This design comes from an exercise in tuning for small area, a short achievable clock period and few clock cycles on the open sky130 flow, not from production work.
Function was checked by simulation only, so behaviour that the tests miss may differ from the original.
Power and IR drop assume default switching activity.

`flow/config.mk`:
```
export PLATFORM = sky130hd
export DESIGN_NAME = IntegracaoModulos
export DESIGN_NICKNAME = IntegracaoModulos
export VERILOG_FILES = /design/flow/design.v
export SDC_FILE = /design/flow/constraint.sdc
export NUM_CORES = 4
export LEC_CHECK = 0
export CAP_MARGIN = 20
export CORE_MARGIN = 2
export CORE_UTILIZATION = 40
export SLEW_MARGIN = 20
```
`flow/constraint.sdc`:
```
create_clock -name core_clock -period 9.0 [get_ports {clock}]
set_input_delay 1.8000 -clock core_clock [delete_from_list [all_inputs] [get_ports {clock}]]
set_output_delay 1.8000 -clock core_clock [all_outputs]
set_load 0.01 [all_outputs]
```
`flow/design.v`:
```
module ULA (
	input  [15:0] A,
	input  [15:0] B,
	input  [4:0]  OP,
	input  [6:0]  SEL,
	input         YK,          
	input         YI,          
	input         CI,          
	input  [15:0] LIDO,        
	input  [15:0] LITERAL,
	input  [15:0] LINK,
	output [15:0] RESU,        
	output O,
	output C,
	output S,
	output Z
);
	wire [15:0] Y = (B & {16{~YK}}) ^ {16{YI}};
	wire [17:0] SOMA_X = {1'b0, A, 1'b1} + {1'b0, Y, CI};
	wire [16:0] SOMA = SOMA_X[17:1];
	wire C_arit = SOMA[16] ^ (YI & ~YK);
	assign O = (A[15] == Y[15]) && (SOMA[15] != A[15]);
	wire um = (OP[3:0] == 4'b1111);
	wire [15:0] LOGICA;
	genvar i;
	generate
		for (i = 0; i < 16; i = i + 1) begin : g_logica
			assign LOGICA[i] = OP[{~B[i], ~A[i]}] && (i == 0 || !um);
		end
	endgenerate
	wire [15:0] LS = ({16{SEL[1]}} & LOGICA)
	               | ({16{SEL[2]}} & {A[14:0], 1'b0})
	               | ({16{SEL[3]}} & {A[15], A[15:1]});
	assign RESU = ({16{SEL[0]}} & SOMA[15:0]) | LS
	            | ({16{SEL[4]}} & LIDO) | ({16{SEL[5]}} & LITERAL) | ({16{SEL[6]}} & LINK);
	assign C = SEL[0] ? C_arit : (SEL[2] ? A[15] : A[0]);
	assign S = SEL[0] ? SOMA[15] : LS[15];
	assign Z = SEL[0] ? (SOMA[15:0] == 16'd0) : (LS == 16'd0);
endmodule
module Registrador_Flags(
	input clock,
	input reset,
	input habilita,
	input [4:0] controleOperacao,
	input Z, C, S, O,
	output reg [3:0] ZCSO       
);
	always @(posedge clock) begin
		if (reset)
			ZCSO <= 4'b0000;
		else if (habilita) begin
			case (controleOperacao)
				5'b10000: ZCSO[0] <= Z;
				5'b01000, 5'b01001: begin
					ZCSO[0] <= Z; ZCSO[1] <= C; ZCSO[2] <= S;
				end
				5'b00000, 5'b00001, 5'b00011,
				5'b00100, 5'b00101, 5'b00110: begin
					ZCSO <= {O, S, C, Z};
				end
				5'b10001, 5'b10010,
				5'b10100, 5'b10101, 5'b10110, 5'b10111,
				5'b11000, 5'b11001, 5'b11010, 5'b11011,
				5'b11100, 5'b11101, 5'b11110: begin
					ZCSO[0] <= Z; ZCSO[2] <= S;
				end
				default: ;
			endcase
		end
	end
endmodule
module TesteFlagsTemporario(
	input [3:0] RFlag_ZCSO,
	input [3:0] condicao,
	input Ver_Fal,
	output reg saida
);
	always @(*) begin
		case (condicao)
			4'b0100: saida = ~(Ver_Fal ^ RFlag_ZCSO[2]);
			4'b0101: saida = ~(Ver_Fal ^ RFlag_ZCSO[0]);
			4'b0110: saida = ~(Ver_Fal ^ RFlag_ZCSO[1]);
			4'b0111: saida = (~(Ver_Fal ^ RFlag_ZCSO[2])) | (~(Ver_Fal ^ RFlag_ZCSO[0]));
			4'b0000: saida = Ver_Fal;
			4'b0011: saida = ~(Ver_Fal ^ RFlag_ZCSO[3]);
			default: saida = 1'b0;
		endcase
	end
endmodule
module Extensor(
	input [15:0] instrucao,
	input desvia,              
	input [15:0] PC,
	input [15:0] B,
	output [15:0] proximo
);
	wire [15:0] desloc = instrucao[13] ? {{4{instrucao[11]}}, instrucao[11:0]}    
	                                   : {{8{instrucao[7]}}, instrucao[7:0]};     
	wire [15:0] alvo = (instrucao[13:12] == 2'b11) ? B : PC + desloc;
	assign proximo = desvia ? alvo : PC + 16'd1;
endmodule
module Banco_Registro (
	input clock,
	input Hab_Lo,
	input Hab_Hi,
	input [2:0] Sel_E,
	input [15:0] E,
	input [2:0] Sel_A,
	input [2:0] Sel_B,
	output [15:0] A,
	output [15:0] B
);
	reg [127:0] registro;    
	integer i;
	always @(posedge clock)
		for (i = 0; i < 8; i = i + 1) begin
			if (Hab_Lo && Sel_E == i)
				registro[16*i +: 8] <= E[7:0];
			if (Hab_Hi && Sel_E == i)
				registro[16*i+8 +: 8] <= E[15:8];
		end
	assign A = registro[16*Sel_A +: 16];
	assign B = registro[16*Sel_B +: 16];
endmodule
module IntegracaoModulos(
	input clock,
	input reset,
	output [15:0] imem_addr,
	input  [15:0] imem_data,
	output [15:0] dmem_addr,
	output [15:0] dmem_wdata,
	output dmem_we,
	input  [15:0] dmem_rdata,
	output halted
);
	reg [15:0] PC;         
	reg [15:0] IR;         
	reg [15:0] RA, RB;     
	reg        valido;     
	reg        halted_r;   
	reg        escrita;    
	reg  [6:0] sel;        
	reg  [2:0] yctl;       
	wire [1:0] formato = IR[15:14];
	wire [4:0] op = IR[10:6];
	wire [15:0] A, B, RESU, proximo;
	wire Z, C, S, O, salto;
	wire [3:0] ZCSO;
	wire eh_alu   = (formato == 2'b10);
	wire eh_store = eh_alu && (op == 5'b01011);
	wire eh_jreg  = (formato == 2'b00) && (IR[13:12] == 2'b11);
	wire eh_jal   = eh_jreg && !IR[11];
	wire desvia   = valido && (formato == 2'b00) && (IR[13] ? 1'b1 : salto);
	wire [2:0] Sel_E = eh_jal ? 3'd6 : IR[13:11];
	wire [15:0] E = RESU;
	wire [15:0] literal = IR[15] ? {IR[7:0], IR[7:0]} : {{5{IR[10]}}, IR[10:0]};
	wire escreve = valido && ((formato == 2'b01) || (eh_alu && !eh_store) || eh_jal);
	wire hab_lo = escreve || (valido && formato == 2'b11 && !IR[10]);
	wire hab_hi = escreve || (valido && formato == 2'b11 && IR[10]);
	wire [2:0] Sel_A = imem_data[5:3];
	wire [2:0] Sel_B = imem_data[2:0];
	Banco_Registro Banco_Registro(
		.clock(clock), .Hab_Lo(hab_lo), .Hab_Hi(hab_hi), .Sel_E(Sel_E), .E(E),
		.Sel_A(Sel_A), .Sel_B(Sel_B), .A(A), .B(B)
	);
	wire fA = (Sel_A == Sel_E), fB = (Sel_B == Sel_E);
	wire [1:0] fmt_F = imem_data[15:14];
	wire [4:0] op_F  = imem_data[10:6];
	wire [6:0] sel_F = {
		(fmt_F == 2'b00) && (imem_data[13:11] == 3'b110),                   
		fmt_F[0],                                                             
		(fmt_F == 2'b10) && (op_F == 5'b01010),                               
		(fmt_F == 2'b10) && (op_F == 5'b01001),                               
		(fmt_F == 2'b10) && (op_F == 5'b01000),                               
		(fmt_F == 2'b10) && op_F[4],                                          
		(fmt_F == 2'b10) && (op_F[4:3] == 2'b00) && (op_F[2:0] != 3'b010)
		                 && (op_F[2:0] != 3'b111)                             
	};
	always @(posedge clock) begin
		if (reset) begin
			PC <= 16'd0;
			valido <= 1'b0;
			halted_r <= 1'b0;
			escrita <= 1'b0;
		end else begin
			PC <= proximo;
			valido <= !desvia;
			if (!desvia && imem_data == 16'h2FFF)
				halted_r <= 1'b1;
			escrita <= !desvia && (imem_data[15:14] == 2'b10) && (imem_data[10:6] == 5'b01011);
		end
		IR <= imem_data;
		sel <= sel_F;
		yctl <= (fmt_F == 2'b10 && op_F[4:3] == 2'b00) ? op_F[2:0] : 3'b000;
		RA[7:0]  <= (fA && hab_lo) ? E[7:0]  : A[7:0];
		RA[15:8] <= (fA && hab_hi) ? E[15:8] : A[15:8];
		RB[7:0]  <= (fB && hab_lo) ? E[7:0]  : B[7:0];
		RB[15:8] <= (fB && hab_hi) ? E[15:8] : B[15:8];
	end
	assign imem_addr = PC;
	assign halted = halted_r;
	Extensor Extensor(.instrucao(IR), .desvia(desvia), .PC(PC), .B(RB), .proximo(proximo));
	ULA ULA(.A(RA), .B(RB), .OP(op), .SEL(sel), .YK(yctl[1]), .YI(yctl[2]), .CI(yctl[0]), .LIDO(dmem_rdata), .LITERAL(literal),
	        .LINK(PC), .RESU(RESU), .O(O), .C(C), .S(S), .Z(Z));
	Registrador_Flags Registrador_Flags(
		.clock(clock), .reset(reset), .habilita(valido && eh_alu), .controleOperacao(op),
		.Z(Z), .C(C), .S(S), .O(O), .ZCSO(ZCSO)
	);
	TesteFlagsTemporario TesteFlagsTemporario(
		.RFlag_ZCSO(ZCSO), .condicao(IR[11:8]), .Ver_Fal(IR[12]), .saida(salto)
	);
	assign dmem_addr  = RA;
	assign dmem_wdata = RB;
	assign dmem_we    = escrita;
endmodule
```
`flow/flow/run.sh`:
```
#!/bin/bash
# The standard layout, with changes to how it is made:
#  - ports are buffered with buf_2 cells (by default buffer_ports picks a
#    delay buffer, clkdlybuf4s50_1, which is larger and slower);
#  - clock tree synthesis adds no dummy loads and uses clkbuf_8 buffers;
set -euo pipefail
bash standard.sh \
	"SETUP_SLACK_MARGIN=6" "TNS_END_PERCENT=0" \
	"BUFFER_PORTS_ARGS=-buffer_cell sky130_fd_sc_hd__buf_2" \
	"CTS_ARGS=-sink_clustering_enable -repair_clock_nets -dont_use_dummy_load -buf_list sky130_fd_sc_hd__clkbuf_16" \
	finish > standard.log 2>&1
```
`flow/standard.sh`:
```
#!/bin/bash
# synth_recipe.tcl (not shown) runs the flow's synth.tcl, then flattens the netlist and writes it again
# the make line also repeats each setting of config.mk as NAME=value (left out here)
make -C /OpenROAD-flow-scripts/flow DESIGN_CONFIG=/design/flow/config.mk WORK_HOME=/design/flow/orfs CLKGATE_MAP_FILE= SYNTH_SCRIPT=/design/flow/synth_recipe.tcl "${@:-finish}"
```
==> results.sh, run 1 <==
export IMPL_switchingPower_w=0.000705
export IMPL_ys_warnings_count=4
export IMPL_total_power_w=0.00244
export IMPL_overflow=0
export IMPL_synth_seq_cells=208
export IMPL_fp_dieH_um=178
export IMPL_initial_core_util_pct=40.7
export IMPL_worst_clock_skew_ns=0.0170
export IMPL_wirelength_um=34700
export IMPL_grt_busiest_layer="met2"
export IMPL_n_antenna_cell=0
export IMPL_cts_max_path_buffers=3
export IMPL_p_sw_share_pct=28.9
export IMPL_ys_async_sr_fraction_pct=0
export IMPL_rsz0062_at_grt="true"
export IMPL_drc_errors=0
export IMPL_cts_tree="yes"
export IMPL_num_rows=63
export IMPL_synth_ff_type="edfxtp_1"
export IMPL_postRouteAntennaNets=0
export IMPL_drt_iter0_drc=877
export IMPL_synth_area_um2=12100
export IMPL_p_int_w=0.00173
export IMPL_relSlewSlack_pct=29.1
export IMPL_hpwl_um=24500
export IMPL_max_freq_mhz=323
export IMPL_placed_area_um2=12900
export IMPL_grtUsageMet1_pct=28.2
export IMPL_endpoint_kind="output pin"
export IMPL_grt_first_pass_wirelength_um=52700
export IMPL_seqPwrFrac_pct=46.5
export IMPL_cts_hold_fix_buffers=0
export IMPL_worst_path_max_delay_cell="dfxtp_1"
export IMPL_synthesis_nets=1123
export IMPL_clkTransAtPathRegs_ns=0.06
export IMPL_finalHoldViolations=0
export IMPL_wl_per_cell_um=23.2
export IMPL_critPathMaxFanout=6
export IMPL_critPathTopFamily="flip-flops"
export IMPL_yosys_cell_types_count=73
export IMPL_die_w_um=178
export IMPL_ir_worst_vdd_v=0.000122
export IMPL_synth_edf_count=128
export IMPL_die_area_um2=31700
export IMPL_port_buffers=83
export IMPL_power_density_nw_per_um2=179
export IMPL_yosysSeqAreaShare_pct=45.0
export IMPL_use_met3_pct=3.19
export IMPL_ios=84
export IMPL_synth_mux_area_fraction_pct=15.6
export IMPL_synth_area_leaders="edfxtp_1 (32%), mux4_2 (15%), dfxtp_1 (13%)"
export IMPL_clkPwrFrac_pct=32.1
export IMPL_yosys_area_top_type_share_pct=31.8
export IMPL_cts_root_buf="clkbuf_16"
export IMPL_numCtsBuffers=23
export IMPL_finalSetupViolCount=0
export IMPL_period_needed_ns=3.10
export IMPL_drt_first_pass_iters=6
export IMPL_clock_latency_ns=0.51
export IMPL_p_leak_nw=4.97
export IMPL_vias=9099
export IMPL_routed_via_density=6.07
export IMPL_layout_nets=1178
export IMPL_crit_chain="buf_2"
export IMPL_critPathMaxStageDelay_ns=0.58
export IMPL_synth_adder_area_share_pct=3.64
export IMPL_hold_class="reg -> reg"
export IMPL_startpoint_type="flop"
export IMPL_grt_usage_pct=21.8
export IMPL_cts_max_level=1
export IMPL_grt_max_degree=36
export IMPL_crit_arrival_ns=1.30
export IMPL_synth_compound_area_share_pct=15.0
export IMPL_final_cell_area_um2=13700
export IMPL_synth_xor_area_share_pct=4.56
export IMPL_max_cap_violations=0
export IMPL_crit_buf_inv=1
export IMPL_worst_pin_slew_ns=1.06
export IMPL_status="timing/DRC/antenna clean"
export IMPL_yosysTopAreaCell="edfxtp_1"
export IMPL_grt_antenna_before_repair=0
export IMPL_drive_gt1_share_pct=23.8
export IMPL_final_max_slew_viol_count=0
export IMPL_synth_simple_area_share_pct=12.6
export IMPL_core_area_um2=29700
export IMPL_syn_avg_cell_area_um2=11.5
export IMPL_fin_tns_setup_ns=0
export IMPL_cts_sinks=208
export IMPL_synth_top_family_by_area="multiplexers"
export IMPL_grt_pass1_vias=8948
export IMPL_synth_cells=1055
export IMPL_fin_crit_sh_pct=34.4
export IMPL_globalplace_congestion=0.937
export IMPL_fillers=2685
export IMPL_worstPathRequired_ns=7.20
export IMPL_combPwrFrac_pct=21.4
export IMPL_gr_usage_met2_pct=37.3
export IMPL_crit_type="reg -> out"
export IMPL_area_delta_synth_final_pct=12.9
-- cell usage after synthesis (all sizes together) (16+ instances only) --
| library cell | count |
|---|---|
| edfxtp | 128 |
| a21oi | 80 |
| dfxtp | 80 |
| mux4 | 80 |
| nand2 | 67 |
| clkbuf | 59 |
| nor2b | 54 |
| a211oi | 51 |
| nor2 | 50 |
| xnor2 | 46 |
| inv | 37 |
| ha | 32 |
| o21ai | 24 |
| nand3 | 22 |
| a31oi | 19 |
| xor2 | 17 |
| nor3 | 16 |
-- metal layers --
layer  share of wire [%]  vias up
met3                 7.5       64
li1                    -     4186
met5                   0        -
met2                  49      370
met1                  40     4479
met4                 2.9        0
-- flip-flops by register name, indices dropped and copies added (netlist names) --
register and cells:
RB 16, yctl 3, Registrador_Flags.ZCSO 4, sel 7, PC 16, RA 16, valido 1, escrita 1
halted_r 1, IR 15, Banco_Registro.registro 128
-- power by group through the flow --
stage	clock [W]	combinational [W]	sequential, W
2_1_floorplan	0	0.000374	0.00112
3_3_place_gp	0	0.000497	0.00115
3_5_place_dp	0	0.000501	0.00115
4_1_cts	0.000802	0.000507	0.00113
5_1_grt	0.000835	0.000573	0.00114
6_report	0.000783	0.000523	0.00113
-- cell families (layout without fill, tap and decap cells) --
family	Yosys count	in the layout
mux	88	88
flops	208	208
fa+ha+maj	34	34
compound gates	264	264
buf+inv	111	164
xor+xnor	63	63
simple gates	287	287
-- through the flow --
step	worst slack, ns	util [%]	hold slack (ns)	instances
2_1_floorplan	5.96	-	0.470	1055
3_3_place_gp	5.10	43.3	0.468	1469
3_5_place_dp	5.08	43.3	0.468	1469
4_1_cts	5.82	45.5	0.485	1492
5_1_grt	5.84	46.0	0.535	1498
6_report	5.90	46.0	0.480	1498
-- final cells by class --
cell class	count	area [um2]	share of cell area, %
tap	390	488	3.57
multi-input combinational	736	6390	46.8
inverter	37	141	1.04
sequential	208	5460	40.0
clock buffer	23	576	4.21
timing repair buffer	104	601	4.40
-- final timing paths --
path / slack [ns] / depth (start not counted) / from / to
max reg2reg: 5.99 / 10 / yctl[2]$_SDFF_PN0_ / Registrador_Flags.ZCSO[0]$_SDFFE_PP0P_
min reg2reg: 0.48 / 2 / halted_r$_SDFFE_PP0P_ / halted_r$_SDFFE_PP0P_
min: 0.48 / 2 / halted_r$_SDFFE_PP0P_ / halted_r$_SDFFE_PP0P_
max: 5.90 / 1 / RA[0]$_DFF_P_ / dmem_addr[0]
-- repair_timing --
item	in CTS	in global routing
setup endpoints to repair	235	275
pin swaps	0	8
gates cloned	0	0
gates resized for setup	20	25
hold endpoints to repair	0	0
buffers inserted	0	6
-- layout by cell type (no fill, tap or decap), drive strengths merged, types with 13 or more instances in the layout --
cell / n
a211oi: 51
a21oi: 80
a22o: 15
a31oi: 19
buf: 104
clkbuf: 23
dfxtp: 80
edfxtp: 128
ha: 32
inv: 37
mux4: 80
nand2: 67
nand3: 22
nand4: 13
nor2: 50
nor2b: 54
nor3: 16
o21ai: 24
xnor2: 46
xor2: 17
Testbench counts, summed over its fixed seeds: cycles 28,186.
==> run 2: changes to the inputs <==
--- a/flow/flow/run.sh
+++ b/flow/flow/run.sh
@@ -9,3 +9,3 @@
 	"BUFFER_PORTS_ARGS=-buffer_cell sky130_fd_sc_hd__buf_2" \
-	"CTS_ARGS=-sink_clustering_enable -repair_clock_nets -dont_use_dummy_load -buf_list sky130_fd_sc_hd__clkbuf_16" \
+	"CTS_ARGS=-sink_clustering_enable -repair_clock_nets -dont_use_dummy_load -buf_list sky130_fd_sc_hd__clkbuf_16 -sink_clustering_size 25" \
 	finish > standard.log 2>&1
==> results.sh, run 2 <==
export IMPL_status="timing/DRC/antenna clean"
export IMPL_layout_commonest_cell="edfxtp_1"
export IMPL_fp_dieH_um=178
export IMPL_yosys_cell_types_count=73
export IMPL_crit_chain="buf_2"
export IMPL_initial_core_util_pct=40.7
export IMPL_fin_crit_sh_pct=34.4
export IMPL_startpoint_type="flop"
export IMPL_routed_via_density=6.07
export IMPL_vias=9099
export IMPL_hp_start="halted_r$_SDFFE_PP0P_"
export IMPL_numCtsBuffers=23
export IMPL_cts_tree="yes"
export IMPL_fin_util_pct=46.0
export IMPL_layout_nets=1178
export IMPL_crit_buf_inv=1
export IMPL_synth_edf_count=128
export IMPL_ys_async_sr_fraction_pct=0
export IMPL_worst_pin_slew_ns=1.06
export IMPL_yosys_area_top_type_share_pct=31.8
export IMPL_cts_hold_fix_buffers=0
export IMPL_drt_iter0_drc=877
export IMPL_regMostFlops="Banco_Registro.registro"
export IMPL_period_needed_ns=3.10
export IMPL_worst_clock_skew_ns=0.0170
export IMPL_max_cap_violations=0
export IMPL_wirelength_um=34700
export IMPL_final_cell_area_um2=13700
export IMPL_synth_cells=1055
export IMPL_r2r_slack_ns=5.99
export IMPL_overflow=0
export IMPL_endpoint_kind="output pin"
export IMPL_synth_area_leaders="edfxtp_1 (32%), mux4_2 (15%), dfxtp_1 (13%)"
export IMPL_ir_worst_vdd_v=0.000122
export IMPL_cts_max_level=1
export IMPL_relSlewSlack_pct=29.1
export IMPL_hpwl_um=24500
export IMPL_synth_area_um2=12100
export IMPL_power_density_nw_per_um2=179
export IMPL_globalplace_congestion=0.937
export IMPL_die_area_um2=31700
export IMPL_p_leak_nw=4.97
export IMPL_synth_seq_cells=208
export IMPL_ios=84
export IMPL_cts_sinks=208
export IMPL_yosysTopAreaCell="edfxtp_1"
export IMPL_drt_first_pass_iters=6
export IMPL_drive_gt1_share_pct=23.8
export IMPL_placed_area_um2=12900
export IMPL_cts_max_path_buffers=3
export IMPL_rsz0062_at_grt="true"
export IMPL_num_rows=63
export IMPL_largest_register_ffs=128
export IMPL_port_buffers=83
export IMPL_core_area_um2=29700
export IMPL_hold_class="reg -> reg"
export IMPL_postRouteAntennaNets=0
export IMPL_critPathMaxStageDelay_ns=0.58
export IMPL_wl_per_cell_um=23.2
export IMPL_fin_tns_setup_ns=0
export IMPL_final_max_slew_viol_count=0
export IMPL_area_delta_synth_final_pct=12.9
export IMPL_worst_path_max_delay_cell="dfxtp_1"
export IMPL_max_freq_mhz=323
export IMPL_clkTransAtPathRegs_ns=0.06
export IMPL_grt_usage_pct=21.8
export IMPL_grt_max_degree=36
export IMPL_crit_arrival_ns=1.30
export IMPL_finalHoldViolations=0
export IMPL_whs_path_depth=2
export IMPL_n_antenna_cell=0
export IMPL_crit_type="reg -> out"
export IMPL_cts_root_buf="clkbuf_16"
export IMPL_regToRegEndpoint="Registrador_Flags.ZCSO[0]$_SDFFE_PP0P_"
export IMPL_critPathMaxFanout=6
export IMPL_ys_warnings_count=4
export IMPL_grt_first_pass_wirelength_um=52700
export IMPL_die_w_um=178
export IMPL_synth_top_cells_by_count="edfxtp_1 (128), dfxtp_1 (80), mux4_2 (80)"
export IMPL_worstHoldEndpoint="halted_r$_SDFFE_PP0P_"
export IMPL_yosysMostFrequentCell="edfxtp_1"
export IMPL_grt_pass1_vias=8948
export IMPL_final_cell_mix="edfxtp_1 (128), buf_2 (83), mux4_2 (80)"
export IMPL_drc_errors=0
export IMPL_grt_antenna_before_repair=0
export IMPL_synth_ff_type="edfxtp_1"
export IMPL_syn_avg_cell_area_um2=11.5
export IMPL_worstPathRequired_ns=7.20
export IMPL_critPathTopFamily="flip-flops"
export IMPL_synthesis_nets=1123
export IMPL_rr_worst_depth=10
export IMPL_clock_latency_ns=0.51
export IMPL_finalSetupViolCount=0
export IMPL_crit_cells=1
export IMPL_rr_startpoint="yctl[2]$_SDFF_PN0_"
export IMPL_yosysSeqAreaShare_pct=45.0
run 2: cell counts after synthesis:
No cell type changed its count.
run 2: cell families after synthesis:
kind of cell               count (synthesis)  share of synthesized area [%]
and+or+nand+nor                          287                           12.6
AOI/OAI and AO/OA                        264                           15.0
adders and majority gates                 34                           3.64
muxes                                     88                           15.6
buffers and inverters                    111                           3.61
DFF                                      208                           45.0
xor gates and xnor gates                  63                           4.56
run 2: where the power goes:
| part | internal [W] | switching [W] |
|---|---|---|
| Clock | 0.000446 | 0.000337 |
| Combinational | 0.000223 | 0.000300 |
| Sequential | 0.00106 | 0.0000684 |
run 2: worst max-delay path by stage:
stage | start | to | slack (ns)
finish | RA[0]$_DFF_P_ | dmem_addr[0] | 5.90
global route | yctl[1]$_SDFF_PN0_ | Registrador_Flags.ZCSO[0]$_SDFFE_PP0P_ | 5.84
CTS | IR[12]$_DFF_P_ | Banco_Registro.registro[65]$_DFFE_PP_ | 5.82
detailed placement | imem_data[0] | RB[2]$_DFF_P_ | 5.08
global placement | imem_data[0] | RB[2]$_DFF_P_ | 5.10
floorplan | reset | Registrador_Flags.ZCSO[0]$_SDFFE_PP0P_ | 5.96
run 2: timing repair:
item	4_1_cts	5_1_grt
resized for setup	20	25
buffers inserted	0	6
setup endpoints to repair	235	275
pin swaps	0	8
run 2: worst min-delay path: cells and delay by family, from the launching register on:
kind,cells,cell delay (ns)
simple gates,1,0.07
compound gates,1,0.04
flops,1,0.33
run 2: routing by layer:
layer | track usage (%) | wire length [um] | vias up | part of all wire, %
met5 | 0 | 0 | - | 0
met2 | 37.3 | 17100 | 370 | 49
met3 | 3.19 | 2590 | 64 | 7.5
li1 | - | - | 4186 | -
met1 | 28.2 | 14100 | 4479 | 40
met4 | 7.82 | 1000 | 0 | 2.9
run 2: cell type report:
type	count	area, um2
clock buffers	23	576
fillers	2685	16100
inverters	37	141
multi-input cells	736	6390
flip-flops and latches	208	5460
well taps	390	488
repair buffers	104	601
run 2: metrics by stage:
stage	power [W]	setup slack, ns	instances	hold slack [ns]
6_report	0.00244	5.90	1498	0.480
5_1_grt	0.00254	5.84	1498	0.535
4_1_cts	0.00244	5.82	1492	0.485
3_5_place_dp	0.00165	5.08	1469	0.468
3_3_place_gp	0.00165	5.10	1469	0.468
2_1_floorplan	0.00150	5.96	1055	0.470
==> run 3: changes to the inputs <==
--- a/flow/flow/run.sh
+++ b/flow/flow/run.sh
@@ -8,4 +8,4 @@
 	"SETUP_SLACK_MARGIN=6" "TNS_END_PERCENT=0" \
-	"BUFFER_PORTS_ARGS=-buffer_cell sky130_fd_sc_hd__buf_2" \
-	"CTS_ARGS=-sink_clustering_enable -repair_clock_nets -dont_use_dummy_load -buf_list sky130_fd_sc_hd__clkbuf_16 -sink_clustering_size 25" \
+	"BUFFER_PORTS_ARGS=-buffer_cell sky130_fd_sc_hd__buf_1" \
+	"CTS_ARGS=-sink_clustering_enable -repair_clock_nets -dont_use_dummy_load -buf_list sky130_fd_sc_hd__clkbuf_8" \
 	finish > standard.log 2>&1
--- a/flow/config.mk
+++ b/flow/config.mk
@@ -7,2 +7,3 @@
 export LEC_CHECK = 0
+export ABC_AREA = 1
 export CAP_MARGIN = 20
==> results.sh, run 3 <==
export IMPL_status="timing/DRC/antenna clean"
export IMPL_routed_via_density=5.69
export IMPL_die_area_um2=33500
export IMPL_rr_startpoint="IR[8]$_DFF_P_"
export IMPL_ios=84
export IMPL_globalplace_congestion=0.972
export IMPL_cts_root_buf="clkbuf_8"
export IMPL_clock_latency_ns=0.53
export IMPL_clkPwrFrac_pct=30.2
export IMPL_crit_buf_inv=1
export IMPL_finalHoldViolations=0
export IMPL_layout_commonest_cell="nand2_1"
export IMPL_max_freq_mhz=318
export IMPL_core_area_um2=31600
export IMPL_wl_per_cell_um=20.4
export IMPL_p_leak_nw=5.85
export IMPL_hp_start="halted_r$_SDFFE_PP0P_"
export IMPL_grt_busiest_layer="met2"
export IMPL_period_needed_ns=3.14
export IMPL_synth_ff_type="edfxtp_1"
export IMPL_cts_max_path_buffers=3
export IMPL_drt_first_pass_iters=6
export IMPL_regToRegEndpoint="RB[2]$_DFF_P_"
export IMPL_drc_errors=0
export IMPL_hold_class="reg -> reg"
export IMPL_yosys_area_top_type_share_pct=30.0
export IMPL_max_cap_violations=0
export IMPL_rr_worst_depth=10
export IMPL_ys_warnings_count=4
export IMPL_r2r_slack_ns=5.97
export IMPL_grt_pass1_vias=11476
export IMPL_fp_dieH_um=183
export IMPL_area_delta_synth_final_pct=10.5
export IMPL_yosysTopAreaCell="edfxtp_1"
export IMPL_grtUsageMet1_pct=35.2
export IMPL_critPathTopFamily="flip-flops"
export IMPL_yosys_cell_types_count=46
export IMPL_overflow=0
export IMPL_die_w_um=183
export IMPL_synth_top_cells_by_count="nand2_1 (368), o21ai_0 (282), inv_1 (201)"
export IMPL_fin_cells=2205
export IMPL_startpoint_type="flop"
export IMPL_crit_chain="buf_1"
export IMPL_n_antenna_cell=0
export IMPL_synth_seq_cells=208
export IMPL_worstPathRequired_ns=7.20
export IMPL_final_cell_mix="nand2_1 (367), o21ai_0 (277), inv_1 (199)"
export IMPL_p_sw_share_pct=33.6
export IMPL_dp_cells=2159
export IMPL_use_met3_pct=3.67
export IMPL_fin_tns_setup_ns=0
export IMPL_postRouteAntennaNets=0
export IMPL_crit_arrival_ns=1.34
export IMPL_crit_type="reg -> out"
export IMPL_rsz0062_at_grt="true"
export IMPL_drt_iter0_drc=1159
export IMPL_yosysMostFrequentCell="nand2_1"
export IMPL_worst_pin_slew_ns=0.801
export IMPL_synth_area_um2=12800
export IMPL_p_int_w=0.00160
export IMPL_relSlewSlack_pct=46.6
export IMPL_cts_max_level=2
export IMPL_ir_worst_vdd_v=0.0000826
export IMPL_critPathMaxFanout=8
export IMPL_synth_edf_count=128
export IMPL_initial_core_util_pct=40.6
export IMPL_fin_util_pct=44.9
export IMPL_gr_usage_met2_pct=41.5
export IMPL_worst_path_max_delay_cell="dfxtp_1"
export IMPL_hpwl_um=31900
export IMPL_drive_gt1_share_pct=7.32
export IMPL_grt_antenna_before_repair=0
export IMPL_num_rows=65
export IMPL_layout_nets=1873
export IMPL_combPwrFrac_pct=22.8
export IMPL_cts_sinks=208
export IMPL_grt_max_degree=105
export IMPL_synth_cells=1740
export IMPL_whs_path_depth=2
export IMPL_synth_area_leaders="edfxtp_1 (30%), dfxtp_1 (13%), o21ai_0 (11%)"
export IMPL_syn_avg_cell_area_um2=7.36
export IMPL_largest_register_ffs=128
export IMPL_ys_async_sr_fraction_pct=0
export IMPL_wirelength_um=45000
export IMPL_grt_first_pass_wirelength_um=66800
export IMPL_fillers=3196
export IMPL_port_buffers=83
export IMPL_power_density_nw_per_um2=170
export IMPL_switchingPower_w=0.000811
export IMPL_yosysSeqAreaShare_pct=42.5
export IMPL_seqPwrFrac_pct=47.0
export IMPL_numCtsBuffers=38
export IMPL_worstHoldEndpoint="halted_r$_SDFFE_PP0P_"
export IMPL_critPathMaxStageDelay_ns=0.61
export IMPL_clkTransAtPathRegs_ns=0.05
export IMPL_endpoint_kind="output pin"
export IMPL_finalSetupViolCount=0
export IMPL_cts_tree="yes"
export IMPL_grt_usage_pct=26.1
export IMPL_fin_crit_sh_pct=34.9
export IMPL_worst_clock_skew_ns=0.0390
export IMPL_final_max_slew_viol_count=0
export IMPL_vias=12547
export IMPL_regMostFlops="Banco_Registro.registro"
export IMPL_synthesis_nets=1808
[run 3: how the worst max path moves through the flow]
stage,start,to,slack (ns),cells after the start
detailed placement,imem_data[3],RA[12]$_DFF_P_,5.13,8
floorplan,imem_data[2],RB[4]$_DFF_P_,6.10,8
finish,RA[11]$_DFF_P_,dmem_addr[11],5.86,1
CTS,RA[9]$_DFF_P_,dmem_addr[9],5.85,1
global placement,imem_data[0],RB[12]$_DFF_P_,5.17,8
global route,imem_data[3],RA[12]$_DFF_P_,5.82,8
[run 3: cells by family after synthesis]
kind of cell               Yosys count  synth area share (%)
and+or+nand+nor                    690                  22.7
AOI/OAI and AO/OA                  500                  20.9
buffers and inverters              283                  8.82
DFF                                208                  42.5
adders and majority gates           34                  3.44
xor gates and xnor gates            25                  1.71
[run 3: timing repair]
| action | CTS | global route |
|---|---|---|
| gates cloned | 0 | 1 |
| endpoints found under the setup margin | 235 | 285 |
| endpoints found under the hold margin | 0 | 0 |
| setup buffers | 3 | 4 |
| pin swaps | 3 | 3 |
| gates resized for setup | 17 | 41 |
| hold buffers | 0 | 0 |
[run 3: tightest hold or removal path, stage by stage, from the launching register on]
cell,delay [ns]
dfxtp_1,0.36
a21oi_1,0.05
nor2_1,0.07
[run 3: routing by layer]
metal  share of wire, %  vias up  wire length (um)
met3                7.6       98              3400
li1                   -     5992                 -
met5                  0        -                 0
met2                 45      544             20200
met1                 43     5913             19400
met4                4.4        0              1990
[run 3: layout make-up]
cell class,instances,area (um2),share of cell area (%)
multi-input cells,1250,6420,45.3
inverters,206,782,5.52
repair buffers,101,484,3.42
flip-flops and latches,208,5450,38.5
clock buffers,38,523,3.69
well taps,402,503,3.55
[run 3: power groups by stage]
stage | Clock (W) | Combinational, W | Sequential [W]
6_report | 0.000730 | 0.000550 | 0.00113
5_1_grt | 0.000777 | 0.000615 | 0.00114
4_1_cts | 0.000743 | 0.000525 | 0.00113
3_5_place_dp | 0 | 0.000516 | 0.00115
3_3_place_gp | 0 | 0.000509 | 0.00115
2_1_floorplan | 0 | 0.000354 | 0.00112
[run 3: metrics by stage]
step	power [W]	hold WS [ns]	cell area (um2)	setup WS [ns]
4_1_cts	0.00240	0.524	14000	5.85
3_5_place_dp	0.00167	0.511	13400	5.13
2_1_floorplan	0.00148	0.497	12800	6.10
3_3_place_gp	0.00166	0.507	13400	5.17
5_1_grt	0.00253	0.552	14200	5.82
6_report	0.00241	0.523	14200	5.86
==> run 4: changes to the inputs <==
--- a/flow/config.mk
+++ b/flow/config.mk
@@ -7,3 +7,2 @@
 export LEC_CHECK = 0
-export ABC_AREA = 1
 export CAP_MARGIN = 20
==> results.sh, run 4 <==
export IMPL_critPathMaxFanout=7
export IMPL_wl_met3_um=2370
export IMPL_rr_startpoint="IR[8]$_DFF_P_"
export IMPL_wirelength_um=34700
export IMPL_fin_ws_ns=5.90
export IMPL_ys_warnings_count=4
export IMPL_top_layer_used="met4"
export IMPL_crit_type="reg -> out"
export IMPL_die_area_um2=31700
export IMPL_hp_start="Registrador_Flags.ZCSO[2]$_SDFFE_PP0P_"
export IMPL_synth_edf_count=128
export IMPL_synth_cells=1055
export IMPL_finalHoldViolations=0
export IMPL_grt_usage_pct=22.0
export IMPL_met1_length_um=14500
export IMPL_synth_area_leaders="edfxtp_1 (32%), mux4_2 (15%), dfxtp_1 (13%)"
export IMPL_place_ws_ns=5.17
export IMPL_yosys_area_top_type_share_pct=31.8
export IMPL_status="timing/DRC/antenna clean"
export IMPL_worst_clock_skew_ns=0.0505
export IMPL_cts_tree="yes"
export IMPL_worstPathRequired_ns=7.20
export IMPL_met2_length_um=16600
export IMPL_crit_arrival_ns=1.30
export IMPL_final_max_slew_viol_count=0
export IMPL_p_leak_nw=4.72
export IMPL_rsz0062_at_grt="true"
export IMPL_drive_gt1_share_pct=17.6
export IMPL_overflow=0
export IMPL_drt_iter0_drc=668
export IMPL_num_rows=63
export IMPL_critPathTopFamily="flip-flops"
export IMPL_cts_max_path_buffers=3
export IMPL_crit_buf_inv=1
export IMPL_synth_area_um2=12100
export IMPL_grt_antenna_before_repair=0
export IMPL_yosysTopAreaCell="edfxtp_1"
export IMPL_port_buffers=83
export IMPL_yosysSeqAreaShare_pct=45.0
export IMPL_layout_commonest_cell="edfxtp_1"
export IMPL_regMostFlops="Banco_Registro.registro"
export IMPL_drc_errors=0
export IMPL_max_cap_violations=0
export IMPL_yosys_cell_types_count=73
export IMPL_dp_cells=1474
export IMPL_final_cell_mix="edfxtp_1 (128), mux4_2 (80), buf_1 (77)"
export IMPL_critPathMaxStageDelay_ns=0.53
export IMPL_hpwl_um=24700
export IMPL_yosysMostFrequentCell="edfxtp_1"
export IMPL_power_density_nw_per_um2=174
export IMPL_finalSetupViolCount=0
export IMPL_core_area_um2=29700
export IMPL_layout_nets=1194
export IMPL_largest_register_ffs=128
export IMPL_initial_core_util_pct=40.7
export IMPL_hold_class="reg -> reg"
export IMPL_vias=9156
export IMPL_cts_sinks=208
export IMPL_globalplace_congestion=0.956
export IMPL_ir_worst_vdd_v=0.0000747
export IMPL_cts_max_level=2
export IMPL_fin_crit_sh_pct=34.4
export IMPL_routed_via_density=6.05
export IMPL_endpoint_kind="output pin"
export IMPL_ys_async_sr_fraction_pct=0
export IMPL_relSlewSlack_pct=27.8
export IMPL_crit_chain="buf_1"
export IMPL_synth_top_cells_by_count="edfxtp_1 (128), dfxtp_1 (80), mux4_2 (80)"
export IMPL_cts_root_buf="clkbuf_8"
export IMPL_n_antenna_cell=0
export IMPL_clock_latency_ns=0.53
export IMPL_grt_first_pass_wirelength_um=53100
export IMPL_max_freq_mhz=323
export IMPL_worst_path_max_delay_cell="dfxtp_1"
export IMPL_fin_cells=1514
export IMPL_grt_max_degree=36
export IMPL_startpoint_type="flop"
export IMPL_die_w_um=178
export IMPL_synthesis_nets=1123
export IMPL_synth_ff_type="edfxtp_1"
export IMPL_worst_pin_slew_ns=1.08
export IMPL_wl_per_cell_um=22.9
export IMPL_period_needed_ns=3.10
export IMPL_area_delta_synth_final_pct=11.6
export IMPL_syn_avg_cell_area_um2=11.5
export IMPL_clkTransAtPathRegs_ns=0.06
export IMPL_startpoint="RA[15]$_DFF_P_"
export IMPL_fin_tns_setup_ns=0
export IMPL_grt_pass1_vias=9121
export IMPL_ios=84
export IMPL_fp_dieH_um=178
export IMPL_numCtsBuffers=36
export IMPL_synth_seq_cells=208
export IMPL_drt_first_pass_iters=5
export IMPL_postRouteAntennaNets=0
## run 4: cell count changes in the layout (fill, tap and decap cells not counted), sizes merged, moves of 34 or more
cell    change
nand2     -310
o21ai     -268
inv       -166
nor2      -112
nand3      -94
mux4       +80
a21oi      -55
nor2b      +54
a211oi     +40
xnor2      +34
## run 4: logic make-up (layout without fill, tap and decap cells)
kind of cell | Yosys count | count (layout) | share of synthesized area (%)
buffers and inverters | 111 | 180 | 3.61
AOI/OAI and AO/OA | 264 | 264 | 15.0
adders and majority gates | 34 | 34 | 3.64
and+or+nand+nor | 287 | 287 | 12.6
xor gates and xnor gates | 63 | 63 | 4.56
DFF | 208 | 208 | 45.0
muxes | 88 | 88 | 15.6
## run 4: what timing repair did
item / 4_1_cts / 5_1_grt
buffers inserted: 0 / 4
pin swaps: 0 / 4
hold buffers: 0 / 0
hold endpoints to repair: 0 / 0
gates resized for setup: 8 / 40
endpoints found under the setup margin: 224 / 249
## run 4: worst register-to-register path: stages (launching register included)
cell and delay [ns]:
dfxtp_1 0.30, buf_4 0.35, mux2_1 0.38, a22o_1 0.18, a221oi_1 0.31, nor3_1 0.13
o21ai_2 0.84, a211oi_1 0.15, a211oi_1 0.25
## run 4: worst paths after layout
kind	end	slack [ns]	cells after the start
worst min register to register	Registrador_Flags.ZCSO[2]$_SDFFE_PP0P_	0.51	2
worst min-delay path	Registrador_Flags.ZCSO[2]$_SDFFE_PP0P_	0.51	2
worst max-delay path	dmem_addr[15]	5.90	1
worst max register to register	PC[2]$_SDFF_PP0_	6.01	8
## run 4: final cells by class
type                    count  area (um2)
clock buffers              36         495
repair buffers            107         510
well taps                 390         488
fillers                  2736       16200
flip-flops and latches    208        5460
inverters                  37         144
multi-input cells         736        6410
## run 4: where the power goes
part	switching, W	internal, W	leakage (nW)	total [W]
combinational	0.000307	0.000219	2.62	0.000527
clock	0.000343	0.000353	0.259	0.000696
sequential	0.0000629	0.00106	1.84	0.00113
## run 4: layer usage
| layer | vias up | GRT usage [%] |
|---|---|---|
| met5 | - | 0 |
| met4 | 0 | 9.12 |
| met3 | 89 | 4.03 |
| met2 | 358 | 36.4 |
| met1 | 4491 | 28.3 |
| li1 | 4218 | - |
## run 4: through the flow
step / cell area, um2 / util [%] / hold slack [ns] / power (W)
after global routing: 13500 / 45.4 / 0.542 / 0.00246
after CTS: 13300 / 44.8 / 0.507 / 0.00235
after floorplan: 12300 / - / 0.470 / 0.00150
after global placement: 12800 / 43.0 / 0.498 / 0.00164
after detailed placement: 12800 / 43.0 / 0.497 / 0.00164
final: 13500 / 45.4 / 0.507 / 0.00235
==> run 5: changes to the inputs <==
--- a/flow/flow/run.sh
+++ b/flow/flow/run.sh
@@ -7,3 +7,3 @@
 bash standard.sh \
-	"SETUP_SLACK_MARGIN=6" "TNS_END_PERCENT=0" \
+	"SETUP_SLACK_MARGIN=5.75" "TNS_END_PERCENT=0" \
 	"BUFFER_PORTS_ARGS=-buffer_cell sky130_fd_sc_hd__buf_1" \
==> results.sh, run 5 <==
export IMPL_routed_via_density=5.97
export IMPL_drc_errors=0
export IMPL_period_needed_ns=3.18
export IMPL_multiInputGateArea_um2=6280
export IMPL_grt_first_pass_wirelength_um=51700
export IMPL_max_cap_violations=0
export IMPL_largest_register_ffs=128
export IMPL_cts_max_path_buffers=3
export IMPL_crit_arrival_ns=3.39
export IMPL_synth_area_um2=12100
export IMPL_cts_tree="yes"
export IMPL_finalHoldViolations=0
export IMPL_ys_async_sr_fraction_pct=0
export IMPL_core_area_um2=29700
export IMPL_fin_tns_setup_ns=0
export IMPL_initial_core_util_pct=40.7
export IMPL_regMostFlops="Banco_Registro.registro"
export IMPL_use_met3_pct=3.60
export IMPL_max_freq_mhz=314
export IMPL_vias=9012
export IMPL_endpoint_kind="flop"
export IMPL_yosysSeqAreaShare_pct=45.0
export IMPL_final_max_slew_viol_count=0
export IMPL_final_cell_mix="edfxtp_1 (128), mux4_2 (80), dfxtp_1 (79)"
export IMPL_synth_seq_cells=208
export IMPL_startpoint_type="flop"
export IMPL_p_leak_nw=4.66
export IMPL_fin_crit_sh_pct=35.3
export IMPL_dp_cells=1472
export IMPL_yosysTopAreaCell="edfxtp_1"
export IMPL_power_density_nw_per_um2=175
export IMPL_combPwrFrac_pct=22.1
export IMPL_relSlewSlack_pct=27.6
export IMPL_clkTransAtPathRegs_ns=0.05
export IMPL_clkPwrFrac_pct=29.7
export IMPL_synth_edf_count=128
export IMPL_worst_path_max_delay_cell="dfxtp_4"
export IMPL_clock_latency_ns=0.53
export IMPL_crit_type="reg -> reg"
export IMPL_r2r_slack_ns=5.82
export IMPL_drive_gt1_share_pct=15.1
export IMPL_fp_dieH_um=178
export IMPL_p_sw_share_pct=29.9
export IMPL_numCtsBuffers=37
export IMPL_regToRegEndpoint="Banco_Registro.registro[28]$_DFFE_PP_"
export IMPL_worst_clock_skew_ns=0.0709
export IMPL_synth_cells=1055
export IMPL_critPathTopFamily="compound AO/OA/AOI/OAI gates"
export IMPL_worst_pin_slew_ns=1.08
export IMPL_critPathMaxStageDelay_ns=0.48
export IMPL_fillers=2724
export IMPL_wl_per_cell_um=22.6
export IMPL_crit_buf_inv=1
export IMPL_cts_max_level=2
export IMPL_area_sequential_um2=5450
export IMPL_whs_path_depth=2
export IMPL_yosysMostFrequentCell="edfxtp_1"
export IMPL_cts_hold_fix_buffers=0
export IMPL_wirelength_um=34000
export IMPL_switchingPower_w=0.000699
export IMPL_n_antenna_cell=0
export IMPL_worstHoldEndpoint="halted_r$_SDFFE_PP0P_"
export IMPL_finalSetupViolCount=0
export IMPL_synthesis_nets=1123
export IMPL_cts_sinks=208
export IMPL_grt_busiest_layer="met2"
export IMPL_overflow=0
export IMPL_ys_warnings_count=4
export IMPL_layout_commonest_cell="edfxtp_1"
export IMPL_ios=84
export IMPL_placed_area_um2=12800
export IMPL_synth_top_cells_by_count="edfxtp_1 (128), dfxtp_1 (80), mux4_2 (80)"
export IMPL_final_cell_area_um2=13300
export IMPL_crit_chain="nor2b_1, xnor2_1, ha_1, a211oi_2, o21ai_2, a21oi_4, o21ai_0, or2_2, a311oi_2, inv_1"
export IMPL_drt_iter0_drc=635
export IMPL_startpoint="yctl[1]$_SDFF_PN0_"
export IMPL_synth_area_leaders="edfxtp_1 (32%), mux4_2 (15%), dfxtp_1 (13%)"
export IMPL_grt_antenna_before_repair=0
export IMPL_p_int_w=0.00164
export IMPL_port_buffers=83
export IMPL_die_w_um=178
export IMPL_grt_max_degree=36
export IMPL_rr_startpoint="yctl[1]$_SDFF_PN0_"
export IMPL_grtUsageMet1_pct=29.4
export IMPL_grt_pass1_vias=8774
export IMPL_ir_worst_vdd_v=0.0000704
export IMPL_status="timing/DRC/antenna clean"
export IMPL_hpwl_um=24600
export IMPL_syn_avg_cell_area_um2=11.5
export IMPL_worstPathRequired_ns=9.21
export IMPL_synth_ff_type="edfxtp_1"
export IMPL_globalplace_congestion=0.957
export IMPL_fin_ws_ns=5.82
export IMPL_fin_cells=1509
export IMPL_seqPwrFrac_pct=48.2
export IMPL_die_area_um2=31700
export IMPL_critPathMaxFanout=17
export IMPL_drt_first_pass_iters=5
export IMPL_hp_start="halted_r$_SDFFE_PP0P_"
export IMPL_cts_root_buf="clkbuf_8"
export IMPL_rsz0062_at_grt="true"
export IMPL_grt_usage_pct=21.6
export IMPL_rr_worst_depth=10
export IMPL_postRouteAntennaNets=0
export IMPL_yosys_cell_types_count=73
export IMPL_yosys_area_top_type_share_pct=31.8
export IMPL_layout_nets=1189
export IMPL_area_delta_synth_final_pct=10.2
export IMPL_hold_class="reg -> reg"
export IMPL_num_rows=63
export IMPL_gr_usage_met2_pct=35.3
export IMPL_place_ws_ns=4.98
-- run 5: cell counts after synthesis --
No cell type changed its count.
-- run 5: layer usage --
metal	share of wire, %	vias to the layer above
li1	-	4205
met1	44	4437
met2	47	311
met3	6.5	59
met4	3.0	0
met5	0	-
-- run 5: worst register-to-register path: stages (launching register included) --
cell and delay, ns:
dfxtp_4 0.48, nor2b_1 0.10, xnor2_1 0.23, ha_1 0.30
a211oi_2 0.28, o21ai_2 0.13, a21oi_4 0.23, o21ai_0 0.17
or2_2 0.32, a311oi_2 0.42, inv_1 0.23
-- run 5: layout make-up --
class | instances | share of cell area (%)
multi-input combinational | 736 | 47.1
tap | 390 | 3.66
sequential | 208 | 40.9
inverter | 37 | 1.06
timing repair buffer | 101 | 3.46
clock buffer | 37 | 3.82
-- run 5: per-stage QoR --
step | hold slack (ns) | power, W | utilization (%)
3_5_place_dp | 0.461 | 0.00165 | 43.0
5_1_grt | 0.497 | 0.00244 | 44.9
2_1_floorplan | 0.470 | 0.00149 | -
3_3_place_gp | 0.460 | 0.00164 | 42.9
6_report | 0.481 | 0.00233 | 44.9
4_1_cts | 0.475 | 0.00235 | 44.7
-- run 5: cells by family (layout without fill, tap and decap cells) --
family,count (synthesis),in the layout,share of synthesized area (%)
AND/OR/NAND/NOR,287,287,12.6
AO/OA/AOI/OAI,264,264,15.0
flip-flops,208,208,45.0
buffers and inverters,111,175,3.61
multiplexers,88,88,15.6
XOR/XNOR,63,63,4.56
adder cells (fa/ha/maj),34,34,3.64
-- run 5: worst max path at each step --
stage                     slack, ns                                      to  cells past startpoint
after global placement         4.94                           RB[8]$_DFF_P_                      6
after detailed placement       4.98                           RB[8]$_DFF_P_                      7
final                          5.82   Banco_Registro.registro[28]$_DFFE_PP_                     10
after global routing           5.61  Banco_Registro.registro[127]$_DFFE_PP_                     10
after CTS                      5.53                           RA[5]$_DFF_P_                      7
after floorplan                5.61                          RB[12]$_DFF_P_                      6
-- run 5: power groups by stage --
| stage | clock, W | combinational [W] | sequential [W] |
|---|---|---|---|
| global placement | 0 | 0.000501 | 0.00114 |
| CTS | 0.000714 | 0.000508 | 0.00112 |
| finish | 0.000694 | 0.000516 | 0.00112 |
| detailed placement | 0 | 0.000504 | 0.00114 |
| floorplan | 0 | 0.000366 | 0.00112 |
| global route | 0.000753 | 0.000562 | 0.00113 |
-- run 5: repair_timing --
action,4_1_cts,5_1_grt
setup buffers,0,0
endpoints found under the setup margin,81,74
gates resized for setup,4,9
==> run 6: changes to the inputs <==
--- a/flow/flow/run.sh
+++ b/flow/flow/run.sh
@@ -7,3 +7,3 @@
 bash standard.sh \
-	"SETUP_SLACK_MARGIN=5.75" "TNS_END_PERCENT=0" \
+	"SETUP_SLACK_MARGIN=6.5" "TNS_END_PERCENT=0" \
 	"BUFFER_PORTS_ARGS=-buffer_cell sky130_fd_sc_hd__buf_1" \
==> results.sh, run 6 <==
export IMPL_synth_area_um2=12100
export IMPL_cts_max_path_buffers=3
export IMPL_total_power_w=0.00241
export IMPL_startpoint_type="input port"
export IMPL_drt_first_pass_iters=6
export IMPL_layout_nets=1216
export IMPL_final_cell_mix="edfxtp_1 (128), mux4_2 (80), a21oi_1 (71)"
export IMPL_critPathMaxStageDelay_ns=0.55
export IMPL_power_density_nw_per_um2=171
export IMPL_grt_max_degree=36
export IMPL_ys_warnings_count=4
export IMPL_yosysMostFrequentCell="edfxtp_1"
export IMPL_fin_crit_sh_pct=32.4
export IMPL_drt_iter0_drc=691
export IMPL_hpwl_um=24600
export IMPL_clkTransAtPathRegs_ns=0.06
export IMPL_crit_type="in -> reg"
export IMPL_synth_cells=1055
export IMPL_cts_max_level=2
export IMPL_globalplace_congestion=0.920
export IMPL_synthesis_nets=1123
export IMPL_finalHoldViolations=0
export IMPL_yosysTopAreaCell="edfxtp_1"
export IMPL_largest_register_ffs=128
export IMPL_core_area_um2=29700
export IMPL_worst_clock_skew_ns=0.0588
export IMPL_yosysSeqAreaShare_pct=45.0
export IMPL_period_needed_ns=2.92
export IMPL_max_cap_violations=0
export IMPL_hold_class="reg -> reg"
export IMPL_synth_edf_count=128
export IMPL_grt_usage_pct=22.4
export IMPL_vias=9247
export IMPL_layout_commonest_cell="edfxtp_1"
export IMPL_port_buffers=83
export IMPL_routed_via_density=6.02
export IMPL_synth_area_leaders="edfxtp_1 (32%), mux4_2 (15%), dfxtp_1 (13%)"
export IMPL_place_ws_ns=5.17
export IMPL_wl_per_cell_um=23.0
export IMPL_final_max_slew_viol_count=0
export IMPL_critPathTopFamily="multiplexers"
export IMPL_die_area_um2=31700
export IMPL_worstPathRequired_ns=9.38
export IMPL_rsz0062_at_grt="true"
export IMPL_critPathMaxFanout=35
export IMPL_postRouteAntennaNets=0
export IMPL_crit_arrival_ns=3.30
export IMPL_num_rows=63
export IMPL_clock_latency_ns=0.53
export IMPL_ios=84
export IMPL_drc_errors=0
export IMPL_cts_tree="yes"
export IMPL_area_delta_synth_final_pct=16.4
export IMPL_overflow=0
export IMPL_ys_async_sr_fraction_pct=0
export IMPL_drive_gt1_share_pct=28.0
export IMPL_grt_antenna_before_repair=0
export IMPL_worst_path_max_delay_cell="mux4_2"
export IMPL_max_freq_mhz=343
export IMPL_endpoint_kind="flop"
export IMPL_synth_ff_type="edfxtp_1"
export IMPL_p_leak_nw=5.02
export IMPL_yosys_area_top_type_share_pct=31.8
export IMPL_fin_ws_ns=6.08
export IMPL_worst_pin_slew_ns=0.958
export IMPL_syn_avg_cell_area_um2=11.5
export IMPL_fin_tns_setup_ns=0
export IMPL_whs_ns=0.480
export IMPL_yosys_cell_types_count=73
export IMPL_cts_root_buf="clkbuf_8"
export IMPL_grt_pass1_vias=9262
export IMPL_regMostFlops="Banco_Registro.registro"
export IMPL_ir_worst_vdd_v=0.0000772
export IMPL_cts_hold_fix_buffers=0
export IMPL_cts_sinks=208
export IMPL_initial_core_util_pct=40.7
export IMPL_synth_top_cells_by_count="edfxtp_1 (128), dfxtp_1 (80), mux4_2 (80)"
export IMPL_status="timing/DRC/antenna clean"
export IMPL_crit_chain="clkbuf_2, buf_12, mux4_2, nor2b_1, a211oi_1, a21oi_1"
export IMPL_relSlewSlack_pct=36.2
export IMPL_fp_dieH_um=178
export IMPL_n_antenna_cell=0
export IMPL_grt_first_pass_wirelength_um=53900
export IMPL_finalSetupViolCount=0
export IMPL_crit_buf_inv=2
export IMPL_numCtsBuffers=36
export IMPL_synth_seq_cells=208
export IMPL_die_w_um=178
export IMPL_wirelength_um=35300
[run 6: cell counts after synthesis]
Identical to the previous run, type by type.
[run 6: worst paths after layout]
kind,startpoint,to,slack (ns),cells past startpoint
hold / removal,halted_r$_SDFFE_PP0P_,halted_r$_SDFFE_PP0P_,0.48,2
setup reg to reg,yctl[1]$_SDFF_PN0_,Registrador_Flags.ZCSO[0]$_SDFFE_PP0P_,6.12,11
hold reg to reg,halted_r$_SDFFE_PP0P_,halted_r$_SDFFE_PP0P_,0.48,2
setup / recovery,imem_data[3],RA[2]$_DFF_P_,6.08,6
[run 6: metal layers]
metal  vias to the layer above  routed length [um]  part of all wire [%]  GRT usage, %
met1                      4580               14800                    42          28.7
met4                         0                1330                   3.8          9.08
li1                       4252                   -                     -             -
met5                         -                   0                     0             0
met3                        75                2160                   6.1          3.98
met2                       340               17000                    48          37.3
[run 6: through the flow]
step	util, %	instance area (um2)	instances
3_5_place_dp	43.0	12800	1471
5_1_grt	47.4	14100	1536
3_3_place_gp	43.0	12800	1471
6_report	47.4	14100	1536
4_1_cts	47.1	14000	1535
2_1_floorplan	-	12300	1055
[run 6: what timing repair did]
action                                  in CTS  in global routing
buffers inserted                            27                  0
endpoints found under the setup margin     349                338
gates cloned                                 1                  1
gates resized for setup                    186                 14
pin swaps                                   15                  5
[run 6: kinds of logic after synthesis]
logic type | synth area share (%)
and+or+nand+nor | 12.6
AOI/OAI and AO/OA | 15.0
DFF | 45.0
buffers and inverters | 3.61
muxes | 15.6
xor gates and xnor gates | 4.56
adders and majority gates | 3.64
[run 6: power by group]
group	switching, W	internal, W
combinational	0.000326	0.000257
clock	0.000345	0.000353
sequential	0.0000588	0.00107
[run 6: cell type report]
cell class,instances,area (um2)
fill,2672,15600
multi-input combinational,736,6520
sequential,208,5600
timing repair buffer,129,836
clock buffer,36,495
tap,390,488
inverter,37,144
[run 6: tightest hold or removal path: stages, from the launching register on]
cell	delay, ns
dfxtp_1	0.33
a21oi_1	0.04
nor2_1	0.07
==> run 7: changes to the inputs <==
--- a/flow/flow/run.sh
+++ b/flow/flow/run.sh
@@ -7,3 +7,3 @@
 bash standard.sh \
-	"SETUP_SLACK_MARGIN=6.5" "TNS_END_PERCENT=0" \
+	"SETUP_SLACK_MARGIN=6" "TNS_END_PERCENT=10" \
 	"BUFFER_PORTS_ARGS=-buffer_cell sky130_fd_sc_hd__buf_1" \
==> results.sh, run 7 <==
export IMPL_synth_xor_area_share_pct=4.56
export IMPL_r2r_slack_ns=5.96
export IMPL_finalHoldViolations=0
export IMPL_synth_top_cells_by_count="edfxtp_1 (128), dfxtp_1 (80), mux4_2 (80)"
export IMPL_yosysSeqAreaShare_pct=45.0
export IMPL_postRouteAntennaNets=0
export IMPL_num_rows=63
export IMPL_grt_max_degree=36
export IMPL_rr_startpoint="yctl[1]$_SDFF_PN0_"
export IMPL_hp_start="Registrador_Flags.ZCSO[2]$_SDFFE_PP0P_"
export IMPL_fin_tns_setup_ns=0
export IMPL_p_sw_share_pct=30.2
export IMPL_cts_max_path_buffers=3
export IMPL_finalSetupViolCount=0
export IMPL_ir_worst_vdd_v=0.0000775
export IMPL_whs_ns=0.510
export IMPL_synth_adder_area_share_pct=3.64
export IMPL_die_w_um=178
export IMPL_rr_worst_depth=11
export IMPL_clock_latency_ns=0.52
export IMPL_numCtsBuffers=37
export IMPL_startpoint_type="flop"
export IMPL_worstPathRequired_ns=7.20
export IMPL_max_cap_violations=0
export IMPL_cts_max_level=2
export IMPL_globalplace_congestion=0.934
export IMPL_seqPwrFrac_pct=48.0
export IMPL_port_buffers=83
export IMPL_drc_errors=0
export IMPL_synth_compound_area_share_pct=15.0
export IMPL_power_density_nw_per_um2=174
export IMPL_ios=84
export IMPL_overflow=0
export IMPL_synth_mux_area_fraction_pct=15.6
export IMPL_routed_via_density=6.06
export IMPL_fp_dieH_um=178
export IMPL_endpoint_kind="output pin"
export IMPL_switchingPower_w=0.000711
export IMPL_area_sequential_um2=5460
export IMPL_core_area_um2=29700
export IMPL_syn_avg_cell_area_um2=11.5
export IMPL_grt_first_pass_wirelength_um=53100
export IMPL_synthesis_nets=1123
export IMPL_clkPwrFrac_pct=29.8
export IMPL_fin_ws_ns=5.90
export IMPL_grt_pass1_vias=9316
export IMPL_fin_crit_sh_pct=34.4
export IMPL_synth_top_family_by_area="multiplexers"
export IMPL_largest_register_ffs=128
export IMPL_final_max_slew_viol_count=0
export IMPL_synth_area_um2=12100
export IMPL_cts_sinks=208
export IMPL_clkTransAtPathRegs_ns=0.06
export IMPL_p_leak_nw=4.73
export IMPL_synth_cells=1055
export IMPL_period_needed_ns=3.10
export IMPL_worstHoldEndpoint="Registrador_Flags.ZCSO[2]$_SDFFE_PP0P_"
export IMPL_grt_antenna_before_repair=0
export IMPL_worst_pin_slew_ns=0.999
export IMPL_p_int_w=0.00164
export IMPL_critPathMaxStageDelay_ns=0.58
export IMPL_critPathTopFamily="flip-flops"
export IMPL_worst_path_max_delay_cell="dfxtp_1"
export IMPL_vias=9192
export IMPL_ys_warnings_count=4
export IMPL_area_delta_synth_final_pct=12.0
export IMPL_synth_simple_area_share_pct=12.6
export IMPL_crit_arrival_ns=1.30
export IMPL_combPwrFrac_pct=22.3
export IMPL_cts_root_buf="clkbuf_8"
export IMPL_die_area_um2=31700
export IMPL_synth_area_leaders="edfxtp_1 (32%), mux4_2 (15%), dfxtp_1 (13%)"
export IMPL_crit_buf_inv=1
export IMPL_fin_util_pct=45.6
export IMPL_grt_usage_pct=22.1
export IMPL_whs_path_depth=2
export IMPL_worst_clock_skew_ns=0.0337
export IMPL_rsz0062_at_grt="true"
export IMPL_initial_core_util_pct=40.7
export IMPL_wirelength_um=34800
export IMPL_fillers=2696
export IMPL_crit_type="reg -> out"
export IMPL_critPathMaxFanout=6
export IMPL_yosys_area_top_type_share_pct=31.8
export IMPL_yosys_cell_types_count=73
export IMPL_regMostFlops="Banco_Registro.registro"
export IMPL_final_cell_mix="edfxtp_1 (128), mux4_2 (80), buf_1 (77)"
export IMPL_synth_ff_type="edfxtp_1"
export IMPL_crit_chain="buf_1"
export IMPL_layout_nets=1196
export IMPL_synth_seq_cells=208
export IMPL_drt_iter0_drc=645
export IMPL_layout_commonest_cell="edfxtp_1"
export IMPL_hold_class="reg -> reg"
export IMPL_n_antenna_cell=0
export IMPL_max_freq_mhz=323
export IMPL_place_ws_ns=5.14
export IMPL_yosysMostFrequentCell="edfxtp_1"
export IMPL_wl_per_cell_um=22.9
export IMPL_yosysTopAreaCell="edfxtp_1"
export IMPL_cts_tree="yes"
export IMPL_status="timing/DRC/antenna clean"
export IMPL_hpwl_um=24500
export IMPL_multiInputGateArea_um2=6420
export IMPL_regToRegEndpoint="Registrador_Flags.ZCSO[0]$_SDFFE_PP0P_"
export IMPL_relSlewSlack_pct=33.2
export IMPL_drt_first_pass_iters=5
export IMPL_synth_edf_count=128
export IMPL_drive_gt1_share_pct=18.0
export IMPL_ys_async_sr_fraction_pct=0
## run 7: layer usage
layer	share of wire [%]	wire [um]	global-route usage, %
met3	7.4	2580	4.03
met2	48	16700	37.5
met1	41	14200	27.7
met5	0	0	0
met4	3.9	1350	8.91
## run 7: final cells by class
class	count	share of cell area, %
sequential	208	40.3
clock buffer	37	3.76
timing repair buffer	108	3.91
tap	390	3.60
inverter	37	1.06
multi-input combinational	736	47.4
## run 7: cells by family after synthesis
family,Yosys count
adders and majority gates,34
xor gates and xnor gates,63
DFF,208
buffers and inverters,111
muxes,88
and+or+nand+nor,287
AOI/OAI and AO/OA,264
## run 7: metrics by stage
step	power (W)	cell area, um2	instances
floorplan	0.00150	12300	1055
global placement	0.00164	12800	1473
detailed placement	0.00164	12800	1473
CTS	0.00236	13400	1510
global route	0.00246	13500	1516
finish	0.00235	13500	1516
## run 7: how the worst max path moves through the flow
stage	startpoint	endpoint	slack [ns]	cells past startpoint
after CTS	imem_data[0]	RB[14]$_DFF_P_	5.74	7
final	RA[0]$_DFF_P_	dmem_addr[0]	5.90	1
after detailed placement	imem_data[3]	RA[2]$_DFF_P_	5.14	7
after floorplan	reset	Registrador_Flags.ZCSO[0]$_SDFFE_PP0P_	5.96	6
after global routing	yctl[1]$_SDFF_PN0_	Registrador_Flags.ZCSO[0]$_SDFFE_PP0P_	5.79	11
after global placement	imem_data[3]	RA[2]$_DFF_P_	5.11	7
## run 7: worst min-delay path: stages (launching register included)
cell and delay (ns):
dfxtp_1 0.33, nand2b_1 0.08, a21oi_1 0.05
## run 7: timing repair
action                                  4_1_cts  5_1_grt
resized for setup                            16       37
setup buffers                                 0        6
pin swaps                                     1        5
hold endpoints to repair                      0        0
hold buffers                                  0        0
endpoints found under the setup margin      199      207
## run 7: power by group through the flow
stage | logic, W | clock network, W | registers (W)
finish | 0.000524 | 0.000701 | 0.00113
global route | 0.000574 | 0.000758 | 0.00113
CTS | 0.000507 | 0.000720 | 0.00113
detailed placement | 0.000496 | 0 | 0.00115
global placement | 0.000492 | 0 | 0.00115
floorplan | 0.000374 | 0 | 0.00112

[re-timing with driven ports]
How much do the figures lean on ideal ports? The routed layouts below were timed once more, with nothing changed but the port constraints. Step 1 assumes that a clkbuf_16 drives the clock port and a buf_2 every other input. Step 2 moves the port delays by t, midway between the first and last clock arrival at a register: inputs arrive t later, outputs are due t later. That takes back most of the time a late clock gives input paths. Three values: ideal, step 1, step 2; two values: the first two.
run | t (ns) | setup WS [ns] | worst setup path after step 2 | worst data-port slew with drivers (ns) | pins driven straight from the clock port
run 1 | 0.558 | 5.902 / 5.846 / 5.431 | input to register | 0.04 | 1
run 2 | 0.558 | 5.902 / 5.846 / 5.431 | input to register | 0.04 | 1
run 3 | 0.553 | 5.857 / 5.810 / 5.397 | input to register | 0.04 | 1
run 4 | 0.550 | 5.904 / 5.857 / 5.449 | input to register | 0.05 | 1
run 5 | 0.541 | 5.819 / 5.819 / 5.330 | input to register | 0.04 | 1
run 6 | 0.551 | 6.081 / 6.085 / 5.552 | input to register | 0.04 | 1
run 7 | 0.554 | 5.904 / 5.856 / 5.444 | input to register | 0.04 | 1
After both steps every run listed still meets setup and hold. The setup slack of run 6, which loses most, moves by +0.004 ns with the drivers and by -0.529 ns with both steps.
